Context: an optimization exercise on an open-source flow, tuned for small area and a short achievable clock period. The choices shown serve that exercise and are no tape-out recipe. In this exercise RTL edits were held to simulation tests only and were not proved equivalent to the original. Power is estimated from default activity; no workload was simulated.

==> flow/design.v <==
module NineCoreProcessor(
    input clk,
    input reset,
    input [3:0] core_id,
    input [7:0] instruction,
    input [7:0] operand1,
    input [7:0] operand2,
    output reg [7:0] result
);
    reg [7:0] registers [0:31];  
    reg [7:0] memory [0:255];
    reg [7:0] stack [0:14];
    reg [3:0] sp;
    reg        pv;       
    reg [4:0]  pd;       
    reg [4:0]  pop;      
    reg [7:0]  pa, pb;   
    reg        ps;       
    reg        pp;       
    reg [7:0]  md;       
    reg [7:0]  mad;      
    reg        rv;
    reg [4:0]  rd;
    reg [7:0]  rr;
    wire [7:0] q, r;
    wire qz, rz;
    divcore u_div(.a(pa), .b(pb), .q(q), .r(r), .qz(qz), .rz(rz));
    wire [7:0] mem_rd = memory[mad];
    integer i;
    wire       big = |pb[7:3];
    wire [7:0] shl = big ? 8'd0 : (pa << pb[2:0]);
    wire [7:0] shr = big ? 8'd0 : (pa >> pb[2:0]);
    wire is_div = (pop == 5'h04);
    wire is_mod = (pop == 5'h05);
    reg [7:0] Rf;    
    always @* begin
        case (pop)
            5'h01: Rf = pa + pb;
            5'h02: Rf = pa - pb;
            5'h03: Rf = pa * pb;
            5'h04, 5'h05: Rf = 8'd0;
            5'h06: Rf = pa & pb;
            5'h07: Rf = pa | pb;
            5'h08: Rf = pa ^ pb;
            5'h09: Rf = ~pa;
            5'h0A: Rf = shl;
            5'h0B: Rf = shr;
            5'h11: Rf = {7'd0, pa == pb};
            5'h16: Rf = mem_rd;
            default: Rf = pb;  
        endcase
    end
    wire [7:0] R  = ({8{is_div}} & q) | ({8{is_mod}} & r) | Rf;
    wire       Rz = (is_div & qz) | (is_mod & rz) | (~is_div & ~is_mod & ~|Rf);
    wire [4:0] ra = {core_id[2:0], operand1[1:0]};
    wire [4:0] rb = {core_id[2:0], operand2[1:0]};
    wire [4:0] r0 = {core_id[2:0], 2'd0};
    wire [7:0] ra_reg = (rv && rd == ra) ? rr : registers[ra];
    wire [7:0] rb_reg = (rv && rd == rb) ? rr : registers[rb];
    wire [7:0] a  = (pv && pd == ra) ? R : ra_reg;
    wire [7:0] b  = (pv && pd == rb) ? R : rb_reg;
    wire       r0z_reg = (rv && rd == r0) ? ~|rr : ~|registers[r0];
    wire       a0z = (pv && pd == r0) ? Rz : r0z_reg;
    wire [3:0] spm1 = sp - 4'd1;
    wire [7:0] top = pp ? md : stack[spm1];
    wire ins_alu = (instruction >= 8'h01 && instruction <= 8'h0B) || instruction == 8'h11;
    wire sp_full = (sp == 4'd15);
    wire sp_empty = (sp == 4'd0);
    always @(posedge clk or posedge reset) begin
        if (reset) begin
            result <= 8'b0;
            sp <= 4'd0;
        end else begin
            case (instruction)
                8'h0C, 8'h12: if (!sp_full) sp <= sp + 4'd1;     
                8'h0D: if (!sp_empty) sp <= spm1;                
                8'h0E: result <= operand1;                       
                8'h0F: if (a0z) result <= operand1;              
                8'h10: if (!a0z) result <= operand1;             
                8'h13: if (!sp_empty) begin                      
                    sp <= spm1;
                    result <= top;
                end
                8'h14: result <= 8'hFF;                          
                8'h00, 8'h01, 8'h02, 8'h03, 8'h04, 8'h05, 8'h06, 8'h07,
                8'h08, 8'h09, 8'h0A, 8'h0B, 8'h11, 8'h15, 8'h16, 8'h17: ;
                default: result <= 8'h00;
            endcase
        end
    end
    always @(posedge clk) begin
        pv <= 1'b0;
        ps <= 1'b0;
        pp <= 1'b0;
        pop <= instruction[4:0];
        pd <= (instruction == 8'h11) ? r0 | 5'd2 : ra;
        pa <= a;
        pb <= b;
        md <= (instruction == 8'h12) ? operand1 : a;
        mad <= operand2;
        if (!reset) begin
            if (ins_alu) pv <= 1'b1;
            case (instruction)
                8'h00: begin pv <= 1'b1; pb <= operand2; end                  
                8'h0A, 8'h0B: pb <= operand2;                                 
                8'h0C, 8'h12: if (!sp_full) pp <= 1'b1;                       
                8'h0D: if (!sp_empty) begin pv <= 1'b1; pb <= top; end        
                8'h16: pv <= 1'b1;                                            
                8'h17: ps <= 1'b1;                                            
                default: ;
            endcase
        end
    end
    always @(posedge clk) begin
        rv <= pv;
        rd <= pd;
        rr <= R;
        if (rv) registers[rd] <= rr;
        if (pp) stack[spm1] <= md;
        if (ps) memory[mad] <= md;
    end
endmodule
module divcore(input [7:0] a, input [7:0] b, output [7:0] q, output [7:0] r, output qz, output rz);
    function [2:0] sub2;  
        input [1:0] x, y;
        reg [1:0] g, p, G, P, Gn, Pn, c, yn;
        integer s, j;
        begin
            yn = ~y;
            g = x & yn;
            p = x | yn;
            g[0] = g[0] | p[0];
            G = g; P = p;
            for (s = 1; s < 2; s = s * 2) begin
                Gn = G; Pn = P;
                for (j = s; j < 2; j = j + 1) begin
                    Gn[j] = G[j] | (P[j] & G[j-s]);
                    Pn[j] = P[j] & P[j-s];
                end
                G = Gn; P = Pn;
            end
            c = {G[0:0], 1'b1};
            sub2 = {G[1], x ^ (yn ^ c)};
        end
    endfunction
    function [5:0] sub5;  
        input [4:0] x, y;
        reg [4:0] g, p, G, P, Gn, Pn, c, yn;
        integer s, j;
        begin
            yn = ~y;
            g = x & yn;
            p = x | yn;
            g[0] = g[0] | p[0];
            G = g; P = p;
            for (s = 1; s < 5; s = s * 2) begin
                Gn = G; Pn = P;
                for (j = s; j < 5; j = j + 1) begin
                    Gn[j] = G[j] | (P[j] & G[j-s]);
                    Pn[j] = P[j] & P[j-s];
                end
                G = Gn; P = Pn;
            end
            c = {G[3:0], 1'b1};
            sub5 = {G[4], x ^ (yn ^ c)};
        end
    endfunction
    function [8:0] sub8;  
        input [7:0] x, y;
        reg [7:0] g, p, G, P, Gn, Pn, c, yn;
        integer s, j;
        begin
            yn = ~y;
            g = x & yn;
            p = x | yn;
            g[0] = g[0] | p[0];
            G = g; P = p;
            for (s = 1; s < 8; s = s * 2) begin
                Gn = G; Pn = P;
                for (j = s; j < 8; j = j + 1) begin
                    Gn[j] = G[j] | (P[j] & G[j-s]);
                    Pn[j] = P[j] & P[j-s];
                end
                G = Gn; P = Pn;
            end
            c = {G[6:0], 1'b1};
            sub8 = {G[7], x ^ (yn ^ c)};
        end
    endfunction
    function [11:0] add12;  
        input [11:0] x, y;
        reg [11:0] g, p, G, P, Gn, Pn, c;
        integer s, j;
        begin
            g = x & y;
            p = x | y;
            G = g; P = p;
            for (s = 1; s < 12; s = s * 2) begin
                Gn = G; Pn = P;
                for (j = s; j < 12; j = j + 1) begin
                    Gn[j] = G[j] | (P[j] & G[j-s]);
                    Pn[j] = P[j] & P[j-s];
                end
                G = Gn; P = Pn;
            end
            c = {G[10:0], 1'b0};
            add12 = x ^ (y ^ c);
        end
    endfunction
    wire [11:0] mb2 = {3'd0, b, 1'b0};
    wire [11:0] mb3 = add12({4'd0, b}, {3'd0, b, 1'b0});
    wire [11:0] mb4 = {2'd0, b, 2'd0};
    wire [11:0] mb5 = add12({4'd0, b}, {2'd0, b, 2'd0});
    wire [11:0] mb6 = {mb3[10:0], 1'b0};
    wire [11:0] mb7 = add12({1'd0, b, 3'd0}, add12(~{4'd0, b}, 12'd1));
    wire [11:0] mb1 = {4'd0, b};
    wire [1:0] x0 = a[7:6];
    wire [2:0] d0_1 = sub2(x0, mb1[1:0]);
    wire ge0_1 = d0_1[2] & ~(b >= 8'd4);
    wire [2:0] d0_2 = sub2(x0, mb2[1:0]);
    wire ge0_2 = d0_2[2] & ~(b >= 8'd2);
    wire [2:0] d0_3 = sub2(x0, mb3[1:0]);
    wire ge0_3 = d0_3[2] & ~(b >= 8'd2);
    wire s0_0 = ~ge0_1;
    wire s0_1 = ge0_1 & ~ge0_2;
    wire s0_2 = ge0_2 & ~ge0_3;
    wire s0_3 = ge0_3;
    wire [1:0] r0 = ({2{s0_0}} & x0[1:0]) | ({2{s0_1}} & d0_1[1:0]) | ({2{s0_2}} & d0_2[1:0]) | ({2{s0_3}} & d0_3[1:0]);
    wire [1:0] q0 = ({2{s0_1}} & 2'd1) | ({2{s0_2}} & 2'd2) | ({2{s0_3}} & 2'd3);
    wire [4:0] x1 = {r0[1:0], a[5:3]};
    wire [5:0] d1_1 = sub5(x1, mb1[4:0]);
    wire ge1_1 = d1_1[5] & ~(b >= 8'd32);
    wire [5:0] d1_2 = sub5(x1, mb2[4:0]);
    wire ge1_2 = d1_2[5] & ~(b >= 8'd16);
    wire [5:0] d1_3 = sub5(x1, mb3[4:0]);
    wire ge1_3 = d1_3[5] & ~(b >= 8'd11);
    wire [5:0] d1_4 = sub5(x1, mb4[4:0]);
    wire ge1_4 = d1_4[5] & ~(b >= 8'd8);
    wire [5:0] d1_5 = sub5(x1, mb5[4:0]);
    wire ge1_5 = d1_5[5] & ~(b >= 8'd7);
    wire [5:0] d1_6 = sub5(x1, mb6[4:0]);
    wire ge1_6 = d1_6[5] & ~(b >= 8'd6);
    wire [5:0] d1_7 = sub5(x1, mb7[4:0]);
    wire ge1_7 = d1_7[5] & ~(b >= 8'd5);
    wire s1_0 = ~ge1_1;
    wire s1_1 = ge1_1 & ~ge1_2;
    wire s1_2 = ge1_2 & ~ge1_3;
    wire s1_3 = ge1_3 & ~ge1_4;
    wire s1_4 = ge1_4 & ~ge1_5;
    wire s1_5 = ge1_5 & ~ge1_6;
    wire s1_6 = ge1_6 & ~ge1_7;
    wire s1_7 = ge1_7;
    wire [4:0] r1 = ({5{s1_0}} & x1[4:0]) | ({5{s1_1}} & d1_1[4:0]) | ({5{s1_2}} & d1_2[4:0]) | ({5{s1_3}} & d1_3[4:0]) | ({5{s1_4}} & d1_4[4:0]) | ({5{s1_5}} & d1_5[4:0]) | ({5{s1_6}} & d1_6[4:0]) | ({5{s1_7}} & d1_7[4:0]);
    wire [2:0] q1 = ({3{s1_1}} & 3'd1) | ({3{s1_2}} & 3'd2) | ({3{s1_3}} & 3'd3) | ({3{s1_4}} & 3'd4) | ({3{s1_5}} & 3'd5) | ({3{s1_6}} & 3'd6) | ({3{s1_7}} & 3'd7);
    wire [7:0] x2 = {r1[4:0], a[2:0]};
    wire [8:0] d2_1 = sub8(x2, mb1[7:0]);
    wire ge2_1 = d2_1[8] & ~1'b0;
    wire [8:0] d2_2 = sub8(x2, mb2[7:0]);
    wire ge2_2 = d2_2[8] & ~(b >= 8'd128);
    wire [8:0] d2_3 = sub8(x2, mb3[7:0]);
    wire ge2_3 = d2_3[8] & ~(b >= 8'd86);
    wire [8:0] d2_4 = sub8(x2, mb4[7:0]);
    wire ge2_4 = d2_4[8] & ~(b >= 8'd64);
    wire [8:0] d2_5 = sub8(x2, mb5[7:0]);
    wire ge2_5 = d2_5[8] & ~(b >= 8'd52);
    wire [8:0] d2_6 = sub8(x2, mb6[7:0]);
    wire ge2_6 = d2_6[8] & ~(b >= 8'd43);
    wire [8:0] d2_7 = sub8(x2, mb7[7:0]);
    wire ge2_7 = d2_7[8] & ~(b >= 8'd37);
    wire s2_0 = ~ge2_1;
    wire s2_1 = ge2_1 & ~ge2_2;
    wire s2_2 = ge2_2 & ~ge2_3;
    wire s2_3 = ge2_3 & ~ge2_4;
    wire s2_4 = ge2_4 & ~ge2_5;
    wire s2_5 = ge2_5 & ~ge2_6;
    wire s2_6 = ge2_6 & ~ge2_7;
    wire s2_7 = ge2_7;
    wire [7:0] r2 = ({8{s2_0}} & x2[7:0]) | ({8{s2_1}} & d2_1[7:0]) | ({8{s2_2}} & d2_2[7:0]) | ({8{s2_3}} & d2_3[7:0]) | ({8{s2_4}} & d2_4[7:0]) | ({8{s2_5}} & d2_5[7:0]) | ({8{s2_6}} & d2_6[7:0]) | ({8{s2_7}} & d2_7[7:0]);
    wire [2:0] q2 = ({3{s2_1}} & 3'd1) | ({3{s2_2}} & 3'd2) | ({3{s2_3}} & 3'd3) | ({3{s2_4}} & 3'd4) | ({3{s2_5}} & 3'd5) | ({3{s2_6}} & 3'd6) | ({3{s2_7}} & 3'd7);
    wire bz = (b == 8'd0);
    assign q = bz ? 8'd1 : {q0, q1, q2};
    assign r = bz ? 8'd1 : r2;
    assign rz = ~bz & ((s2_0 & ~|x2[7:0]) | (s2_1 & ~|d2_1[7:0]) | (s2_2 & ~|d2_2[7:0]) | (s2_3 & ~|d2_3[7:0]) | (s2_4 & ~|d2_4[7:0]) | (s2_5 & ~|d2_5[7:0]) | (s2_6 & ~|d2_6[7:0]) | (s2_7 & ~|d2_7[7:0]));
    wire [8:0] dab = sub8(a, b);
    assign qz = ~bz & ~dab[8];
endmodule
==> flow/flow/run.sh <==
#!/bin/bash
# Own layout flow:
#  1. the standard synthesis (standard.sh synth), unchanged;
#  2. its combinational logic re-mapped by ABC with the full and half adder
#     cells broken up again (flow/resynth.sh), so that ABC can optimise across
#     them; every flip-flop instance is kept as it is (name, cell, pins);
set -euo pipefail
MARGIN=$(cat flow/margin.txt)
R=orfs/results/sky130hd/NineCoreProcessor/base
bash standard.sh synth > standard_synth.log 2>&1
cp $R/1_2_yosys.v $R/1_2_yosys_standard.v
bash flow/resynth.sh $R/1_2_yosys_standard.v $R/1_2_yosys.v resynth_yosys.log 17
rm -f $R/1_synth.odb $R/1_synth.sdc
bash standard.sh synth > standard_synth_odb.log 2>&1
bash standard.sh SETUP_SLACK_MARGIN=$MARGIN finish > standard_flow.log 2>&1
==> flow/flow/abc.constr <==
set_driving_cell sky130_fd_sc_hd__buf_1
set_load 5
==> flow/flow/dontuse.txt <==
-dont_use sky130_fd_sc_hd__probe_p_8 -dont_use sky130_fd_sc_hd__probec_p_8 -dont_use sky130_fd_sc_hd__lpflow_bleeder_1 -dont_use sky130_fd_sc_hd__lpflow_clkbufkapwr_1 -dont_use sky130_fd_sc_hd__lpflow_clkbufkapwr_16 -dont_use sky130_fd_sc_hd__lpflow_clkbufkapwr_2 -dont_use sky130_fd_sc_hd__lpflow_clkbufkapwr_4 -dont_use sky130_fd_sc_hd__lpflow_clkbufkapwr_8 -dont_use sky130_fd_sc_hd__lpflow_clkinvkapwr_1 -dont_use sky130_fd_sc_hd__lpflow_clkinvkapwr_16 -dont_use sky130_fd_sc_hd__lpflow_clkinvkapwr_2 -dont_use sky130_fd_sc_hd__lpflow_clkinvkapwr_4 -dont_use sky130_fd_sc_hd__lpflow_clkinvkapwr_8 -dont_use sky130_fd_sc_hd__lpflow_decapkapwr_12 -dont_use sky130_fd_sc_hd__lpflow_decapkapwr_3 -dont_use sky130_fd_sc_hd__lpflow_decapkapwr_4 -dont_use sky130_fd_sc_hd__lpflow_decapkapwr_6 -dont_use sky130_fd_sc_hd__lpflow_decapkapwr_8 -dont_use sky130_fd_sc_hd__lpflow_inputiso0n_1 -dont_use sky130_fd_sc_hd__lpflow_inputiso0p_1 -dont_use sky130_fd_sc_hd__lpflow_inputiso1n_1 -dont_use sky130_fd_sc_hd__lpflow_inputiso1p_1 -dont_use sky130_fd_sc_hd__lpflow_inputisolatch_1 -dont_use sky130_fd_sc_hd__lpflow_isobufsrc_1 -dont_use sky130_fd_sc_hd__lpflow_isobufsrc_16 -dont_use sky130_fd_sc_hd__lpflow_isobufsrc_2 -dont_use sky130_fd_sc_hd__lpflow_isobufsrc_4 -dont_use sky130_fd_sc_hd__lpflow_isobufsrc_8 -dont_use sky130_fd_sc_hd__lpflow_isobufsrckapwr_16 -dont_use sky130_fd_sc_hd__lpflow_lsbuf_lh_hl_isowell_tap_1 -dont_use sky130_fd_sc_hd__lpflow_lsbuf_lh_hl_isowell_tap_2 -dont_use sky130_fd_sc_hd__lpflow_lsbuf_lh_hl_isowell_tap_4 -dont_use sky130_fd_sc_hd__lpflow_lsbuf_lh_isowell_4 -dont_use sky130_fd_sc_hd__lpflow_lsbuf_lh_isowell_tap_1 -dont_use sky130_fd_sc_hd__lpflow_lsbuf_lh_isowell_tap_2 -dont_use sky130_fd_sc_hd__lpflow_lsbuf_lh_isowell_tap_4 
==> flow/flow/libfuncs.py <==
#!/usr/bin/env python3
"""Write Verilog models of the combinational cells of a liberty file (for techmap)."""
import re, sys
lib = open(sys.argv[1]).read()
out = []
for m in re.finditer(r'\n\s*cell\s*\(\s*"?([\w]+)"?\s*\)\s*\{', lib):
    name = m.group(1)
    # find the cell body by brace matching
    i = m.end(); depth = 1
    while depth:
        c = lib[i]
        depth += (c == '{') - (c == '}')
        i += 1
    body = lib[m.end():i]
    if re.search(r'\b(ff|latch|statetable|ff_bank|latch_bank)\s*\(', body):
        continue
    pins = []
    for pm in re.finditer(r'\n\s*pin\s*\(\s*"?(\w+)"?\s*\)\s*\{', body):
        j = pm.end(); d = 1
        while d:
            c = body[j]; d += (c == '{') - (c == '}'); j += 1
        pb = body[pm.end():j]
        dm = re.search(r'direction\s*:\s*"?(\w+)"?', pb)
        fm = re.search(r'\n\s*function\s*:\s*"([^"]*)"', pb)
        pins.append((pm.group(1), dm.group(1) if dm else None, fm.group(1) if fm else None))
    outs = [p for p in pins if p[1] == 'output']
    if not outs or any(p[2] is None for p in outs):
        continue
    ins = [p[0] for p in pins if p[1] == 'input']
    ports = ins + [p[0] for p in outs]
    s = f"module {name}({', '.join(ports)});\n"
    for p in ins: s += f"  input {p};\n"
    for p in outs:
        f = p[2].replace('!', '~').replace('+', '|').replace('*', '&')
        f = re.sub(r'\b1\b', "1'b1", f); f = re.sub(r'\b0\b', "1'b0", f)
        s += f"  output {p[0]};\n  assign {p[0]} = {f};\n"
    s += "endmodule\n"
    out.append(s)
open(sys.argv[2], 'w').write("\n".join(out))
print(len(out), "combinational cells")
==> flow/flow/margin.txt <==
12.5
==> flow/flow/resynth.sh <==
#!/bin/bash
# resynth.sh IN.v OUT.v LOG DELAY_PS
# Re-map the combinational logic of a synthesized netlist with ABC, leaving
# every flip-flop instance (name, type, connections) untouched.
set -euo pipefail
HERE=$(cd "$(dirname "$0")" && pwd)
IN=$1; OUT=$2; LOG=$3; D=${4:-17}
LIB=${FLOW_HOME:-/OpenROAD-flow-scripts/flow}/platforms/sky130hd/lib/sky130_fd_sc_hd__tt_025C_1v80.lib
SCRIPT=${FLOW_HOME:-/OpenROAD-flow-scripts/flow}/scripts/abc_speed.script
TMP=$(mktemp -d "$PWD/resynth.XXXX")
python3 "$HERE/libfuncs.py" "$LIB" "$TMP/cells_comb.v" > /dev/null
cat > "$TMP/r.ys" <<EOY
read_liberty -lib $LIB
read_verilog $IN
hierarchy -check -top NineCoreProcessor
techmap -map $TMP/cells_comb.v
techmap
opt -fast
opt -purge
abc -script $SCRIPT -liberty $LIB $(cat "$HERE/dontuse.txt") -constr $HERE/abc.constr -D $D
opt_clean -purge
hilomap -singleton -hicell sky130_fd_sc_hd__conb_1 HI -locell sky130_fd_sc_hd__conb_1 LO
insbuf -buf sky130_fd_sc_hd__buf_4 A X
splitnets
opt_clean -purge
check -assert -mapped
stat -liberty $LIB
write_verilog -noattr -nohex -nodec $OUT
EOY
yosys -s "$TMP/r.ys" > "$LOG" 2>&1
rm -rf "$TMP"
==> flow/standard.sh <==
#!/bin/bash
# synth_recipe.tcl (not shown) runs the flow's synth.tcl, then flattens the netlist and writes it again
# the make line also repeats each setting of config.mk as NAME=value (left out here)
make -C /OpenROAD-flow-scripts/flow DESIGN_CONFIG=/design/flow/config.mk WORK_HOME=/design/flow/orfs CLKGATE_MAP_FILE= SYNTH_SCRIPT=/design/flow/synth_recipe.tcl "${@:-finish}"
==> flow/config.mk <==
export PLATFORM = sky130hd
export DESIGN_NAME = NineCoreProcessor
export DESIGN_NICKNAME = NineCoreProcessor
export VERILOG_FILES = /design/flow/design.v
export SDC_FILE = /design/flow/constraint.sdc
export NUM_CORES = 4
export LEC_CHECK = 0
export CAP_MARGIN = 20
export CORE_MARGIN = 2
export CORE_UTILIZATION = 65
export CTS_BUF_LIST = sky130_fd_sc_hd__clkbuf_8
export CTS_CLUSTER_DIAMETER = 60
export CTS_CLUSTER_SIZE = 16
export SLEW_MARGIN = 20
==> flow/constraint.sdc <==
create_clock -name core_clock -period 17.0 [get_ports {clk}]
set_input_delay 3.4000 -clock core_clock [delete_from_list [all_inputs] [get_ports {clk}]]
set_output_delay 3.4000 -clock core_clock [all_outputs]
set_load 0.01 [all_outputs]
==> results of run 1 <==
-- worst paths after layout --
path                       cells after the start            from               endpoint  slack, ps
max                                           18  mad[0]$_DFF_P_  result[5]$_DFFE_PP0P_      11410
min                                            0   pv$_SDFF_PP0_             rv$_DFF_P_        370
max reg2reg                                   18  mad[0]$_DFF_P_  result[5]$_DFFE_PP0P_      11410
max in group asynchronous                      4           reset      sp[1]$_DFFE_PP0P_      13800
min in group asynchronous                      4           reset  result[7]$_DFFE_PP0P_       2950
min reg2reg                                    0   pv$_SDFF_PP0_             rv$_DFF_P_        370
-- registers in the layout (all words and copies together) (netlist names) --
name       flops
pa             8
md             8
mad            8
pd             5
pp             1
ps             1
pv             1
sp             4
pop            5
rr             8
stack        120
rd             5
registers    256
result         8
memory      2048
rv             1
pb             8
-- layout by cell type (no fill, tap or decap), drive strengths merged, types with 71 or more instances in the layout --
master and n:
a21oi 123, nand2 233, mux4 833, clkbuf 188, edfxtp 2424, xnor2 106
nand3 75, o21ai 125, inv 71, buf 272, nor2 450
-- critical path, delay by kind of cell (launching register included) --
family                 cells  cell delay [ps]
AND/OR/NAND/NOR            4             1330
flip-flops                 1              380
multiplexers               3             1360
buffers and inverters      4              820
AO/OA/AOI/OAI              7             1530
-- metal layers --
metal  vias to the layer above  wire (µm)  GRT usage
met2                      3473     135100     0.5369
met4                         8      12560     0.1262
li1                      23510          -          -
met1                     30270     107500     0.4969
met5                         -         78   0.001724
met3                       571      27400    0.05456
-- through the flow --
stage	total power, W	hold WS, ps
detailed placement	0.008761	356.5
floorplan	0.008273	331.1
finish	0.01190	374.4
global route	0.01223	383.2
CTS	0.01184	372.9
global placement	0.008729	354.5
-- power by group --
group          internal [W]  total, W  switching [W]
Clock               0.00106   0.00292        0.00186
Combinational      0.000747   0.00198        0.00124
Sequential          0.00693   0.00699      0.0000652
Total               0.00874    0.0119        0.00316
-- cell type report --
cell class	instances	share of cell area
sequential	2495	0.6387
multi-input combinational	2739	0.2711
timing repair buffer	331	0.03994
tap	2175	0.02338
clock buffer	184	0.02176
clock inverter	60	0.003774
inverter	37	0.001269
antenna	3	0.00006451
-- what timing repair did --
| action | in CTS | in global routing |
|---|---|---|
| buffers inserted | 107 | 9 |
| resized for setup | 351 | 55 |
| cloned | 47 | 4 |
| pin swaps | 67 | 16 |
| endpoints found under the setup margin | 129 | 49 |
==> out/results.tsv, run 1 <==
metric	value	unit
cts_tree	done	
cp_slowest_cell	mux4_2	
design_area	116400	µm²
final_core_util	0.7158	
drc_errors	0	
ys_warn_count	2	
syn_avg_cell_area	18.79	µm²
clk_pin_slew	100	ps
seqCellArea	74340	µm²
tns	0	ps
viasPerCell	7.207	
status	timing/DRC/antenna clean	
areaGrowthSynthToFinish	9.595	%
ir_drop	0.00009535	V
tightest_slew	1286	ps
setup_violations	0	
dp.cells	7609	
crit_path_max_fanout	24	
cp.required	17890	ps
placed_area	109100	µm²
routedWlPerCell	35.22	µm
rows	148	
die_x	408.2	µm
power.density	102.2	nW/µm²
initial_core_util	0.6531	
synthesis.nets	5682	
period_needed	5593	ps
crit_type	register to register	
die_h	408.2	µm
clkSinkCount	2495	
postLayoutSetupSlackWorst	11410	ps
cap_violations	0	
drive_gt1_frac	0.2764	
syn_inst	5652	
ant_nets	0	
cts_made_buffers	180	
fmax	178.8	MHz
arrival	6480	ps
gp_congestion	0.9681	
die_area	166600	µm²
syn_area	106200	µm²
hold_violations	0	
dp_hpwl	162700	µm
crit_path_end_kind	register	
place_ws	9371	ps
grt.total_usage	0.3417	
core_area	162600	µm²
fin_crit_sh	0.3290	
critPathMaxStageDelay	590	ps
rsz0062_at_grt	yes	
antenna_found_initial	8	
instances_no_fill	8024	
cts_root_buf	clkbuf_8	
crit_chain	buf_12, buf_16, buf_16, mux4_2, mux4_2, nand3_1, nand4_1, nor4_4, o21ai_1, a221oi_2, a21oi_1, nor4bb_4, a31oi_2, a21oi_1, o21a_1, o21ai_4, buf_12, mux2_4	
hold_buffers	0	
grt_pass1_wl	405700	µm
vias	57830	
nNetsFinal	5814	
dr.pass1.iters	6	
fin_worst_skew	53.81	ps
relSlewSlack	0.1339	
port_buffers	36	
drt-initial-drc-count	8488	
multi_input_area	31550	µm²
finalWirelength	282600	µm
grt_pass1_vias	56470	
total_leakage_power	35.85	nW
clock_latency	1010	ps
clockBufferDepth	3	
grt_start_max_net_pins	256	
ios	38	
critPathLaunchType	register	
drv_slew	0	
hold_class	register to register	
overflow	0	
fillers	9998	
htreeDepth	4	
==> run 2, diff against run 1 <==
--- a/flow/config.mk
+++ b/flow/config.mk
@@ -8,5 +8,5 @@
 export CAP_MARGIN = 20
 export CORE_MARGIN = 2
-export CORE_UTILIZATION = 65
+export CORE_UTILIZATION = 70
 export CTS_BUF_LIST = sky130_fd_sc_hd__clkbuf_8
 export CTS_CLUSTER_DIAMETER = 60
==> out/results.tsv, run 2 <==
metric	value	unit	change
status	timing/DRC/antenna clean		
crit_path_end_kind	register		
startpoint	pb[5]$_DFF_P_		
cp.required	17850	ps	-40 ps
grt_pass1_vias	57140		+1.2%
cpMostUsedCell	buf_6		
reg_top3	memory x2048, registers x256, stack x120		
drv_slew	0		unchanged
power.density	102.1	nW/µm²	-0.13%
ir_drop	0.00008344	V	-12%
fmax	177.8	MHz	-0.57%
die_h	393.5	µm	-3.6%
hold_violations	0		unchanged
largest_register	memory		
drive_gt1_frac	0.2843		+0.007889
combPwrFrac	0.171		+0.004
clock_latency	980	ps	-30 ps
core_area	150300	µm²	-7.6%
critPathBufInv	6		+2
crit_chain	buf_12, or4_4, buf_4, o31ai_1, a21oi_1, a211oi_2, buf_4, a32o_2, o31ai_4, buf_6, xnor2_4, maj3_2, o211ai_4, buf_6, buf_6, a21o_1, a31o_4, a21o_4, a31oi_4, o211ai_1, a31oi_2, mux2i_2, mux2_4		
ant_nets	0		unchanged
syn_avg_cell_area	18.79	µm²	unchanged
clockBufferDepth	3		unchanged
cts_made_buffers	179		-0.56%
critPathLaunchType	register		
clk_pin_slew	100	ps	about the same
drc_errors	0		unchanged
syn_inst	5652		unchanged
port_buffers	36		unchanged
p_switching	0.003181	W	+0.59%
routedWlPerCell	35.70	µm	+1.4%
mostFrequentLayoutCells	2424 x edfxtp_1, 833 x mux4_2, 442 x nor2_1		
largest_reg_flops	2048		unchanged
cp_slowest_cell	or4_4		
rows	142		-4.1%
path_delay_family	compound AO/OA/AOI/OAI gates		
gp_congestion	0.9804		+1.3%
dr.pass1.iters	9		+3
crit_type	register to register		
critPathMaxStageDelay	590	ps	about the same
antenna_found_initial	10		+2
relSlewSlack	0.1903		+0.05641
vias	59220		+2.4%
r2r-start	pb[5]$_DFF_P_		
fin_worst_skew	47.29	ps	-6.516 ps
die_area	154800	µm²	-7.1%
p_int	0.008749	W	+0.13%
grt_start_max_net_pins	217		-15%
drt-initial-drc-count	8690		+2.4%
ios	38		unchanged
initial_core_util	0.7065		+0.05334
crit_path_max_fanout	7		-71%
cts_tree	done		
hp-start	pv$_SDFF_PP0_		
htreeDepth	4		unchanged
hold_class	register to register		
viasPerCell	7.449		+3.4%
fillers	7831		-22%
grt.total_usage	0.3634		+0.02172
ys_warn_count	2		unchanged
design_area	116800	µm²	+0.38%
die_x	393.5	µm	-3.6%
syn_area	106200	µm²	unchanged
overflow	0		unchanged
multi_input_area	31710	µm²	+0.51%
arrival	6480	ps	about the same
period_needed	5626	ps	+32.30 ps
setup_violations	0		unchanged
nNetsFinal	5877		+1.1%
seqCellArea	74340	µm²	about the same
p_seq_frac	0.587		about the same
synthesis.nets	5682		unchanged
cap_violations	0		unchanged
grt_pass1_wl	402100	µm	-0.87%
total_leakage_power	36.26	nW	+1.1%
rsz0062_at_grt	yes		
p_sw_frac	0.2666		+0.0008848
pwr-share-clk	0.242		-0.004
hold_buffers	0		unchanged
fin_crit_sh	0.3309		+0.001900
tightest_slew	1210	ps	-75.32 ps
layout_commonest_cell	edfxtp_1		
finalWirelength	283800	µm	+0.43%
areaGrowthSynthToFinish	10.02	%	
whs	367.2	ps	-7.218 ps
dp_hpwl	161000	µm	-1.0%
placed_area	108800	µm²	-0.28%
clkSinkCount	2495		unchanged
tns	0	ps	unchanged
cts_root_buf	clkbuf_8		
## run 2: final timing paths
path                                         endpoint  slack [ps]  cells after the start
worst max-delay path                    md[6]$_DFF_P_       11370                     23
worst min-delay path                       rv$_DFF_P_         370                      0
min in group asynchronous           sp[3]$_DFFE_PP0P_        3510                      3
max in group asynchronous       result[7]$_DFFE_PP0P_       13280                      3
worst max register to register          md[6]$_DFF_P_       11370                     23
worst min register to register             rv$_DFF_P_         370                      0
## run 2: power groups by stage
stage	Clock, W	Sequential [W]	Combinational [W]
after floorplan	0	0.00725	0.00103
after global placement	0	0.00715	0.00157
after detailed placement	0	0.00716	0.00160
after CTS	0.00290	0.00701	0.00188
after global routing	0.00310	0.00700	0.00212
final	0.00289	0.00700	0.00204
## run 2: layout make-up
| cell class | count | area share |
|---|---|---|
| Antenna cell | 4 | 0.00008568 |
| Clock buffer | 184 | 0.02168 |
| Timing Repair Buffer | 395 | 0.04353 |
| Sequential cell | 2495 | 0.6363 |
| Clock inverter | 80 | 0.004102 |
| Tap cell | 2016 | 0.02159 |
| Multi-Input combinational cell | 2739 | 0.2714 |
| Inverter | 37 | 0.001275 |
## run 2: through the flow
stage / instances / setup slack [ps] / util / power [W]
floorplan: 5652 / 11370 / - / 0.008273
global placement: 7438 / 9159 / 0.7234 / 0.008722
detailed placement: 7438 / 9128 / 0.7236 / 0.008759
CTS: 7862 / 11570 / 0.7690 / 0.01179
global route: 7948 / 11300 / 0.7772 / 0.01223
finish: 7950 / 11370 / 0.7772 / 0.01193
## run 2: what timing repair did
item | 4_1_cts | 5_1_grt
endpoints found under the hold margin | 0 | 0
setup buffers | 117 | 74
setup endpoints to repair | 1971 | 50
pin swaps | 69 | 43
cloned | 43 | 7
gates resized for setup | 353 | 78
## run 2: metal layers
metal	wire length (µm)	up-vias	global-route usage
li1	-	23660	-
met1	100400	30480	0.5235
met2	135900	4343	0.5668
met3	32340	727	0.06307
met4	15060	14	0.1518
met5	87	-	0

## re-timing with driven ports
How much do the figures lean on ideal ports? The routed layouts below were timed once more, with nothing changed but the port constraints. Step 1 sets driving cells, clkbuf_16 on the clock port and buf_2 on the other inputs (assumed; they add their load-dependent delay and slew). Step 2, shift: input delay + t, output delay - t, t = (earliest + latest rising clock arrival at the registers) / 2. This alone moves slack from input paths to output paths. Three values: ideal ports, drivers, drivers and shift; two values: the first two.
run	t (ns)	setup WS [ns]	latest minus earliest clock arrival (ns)
run 1	1.075	11.407 / 11.407 / 10.516	0.065 / 0.066
run 2	1.053	11.374 / 11.374 / 10.514	0.057 / 0.056
After both steps setup and hold are still met in every run listed. For run 1, which loses most, drivers alone change the setup slack by 0.000 ns; drivers and shift together by -0.891 ns.
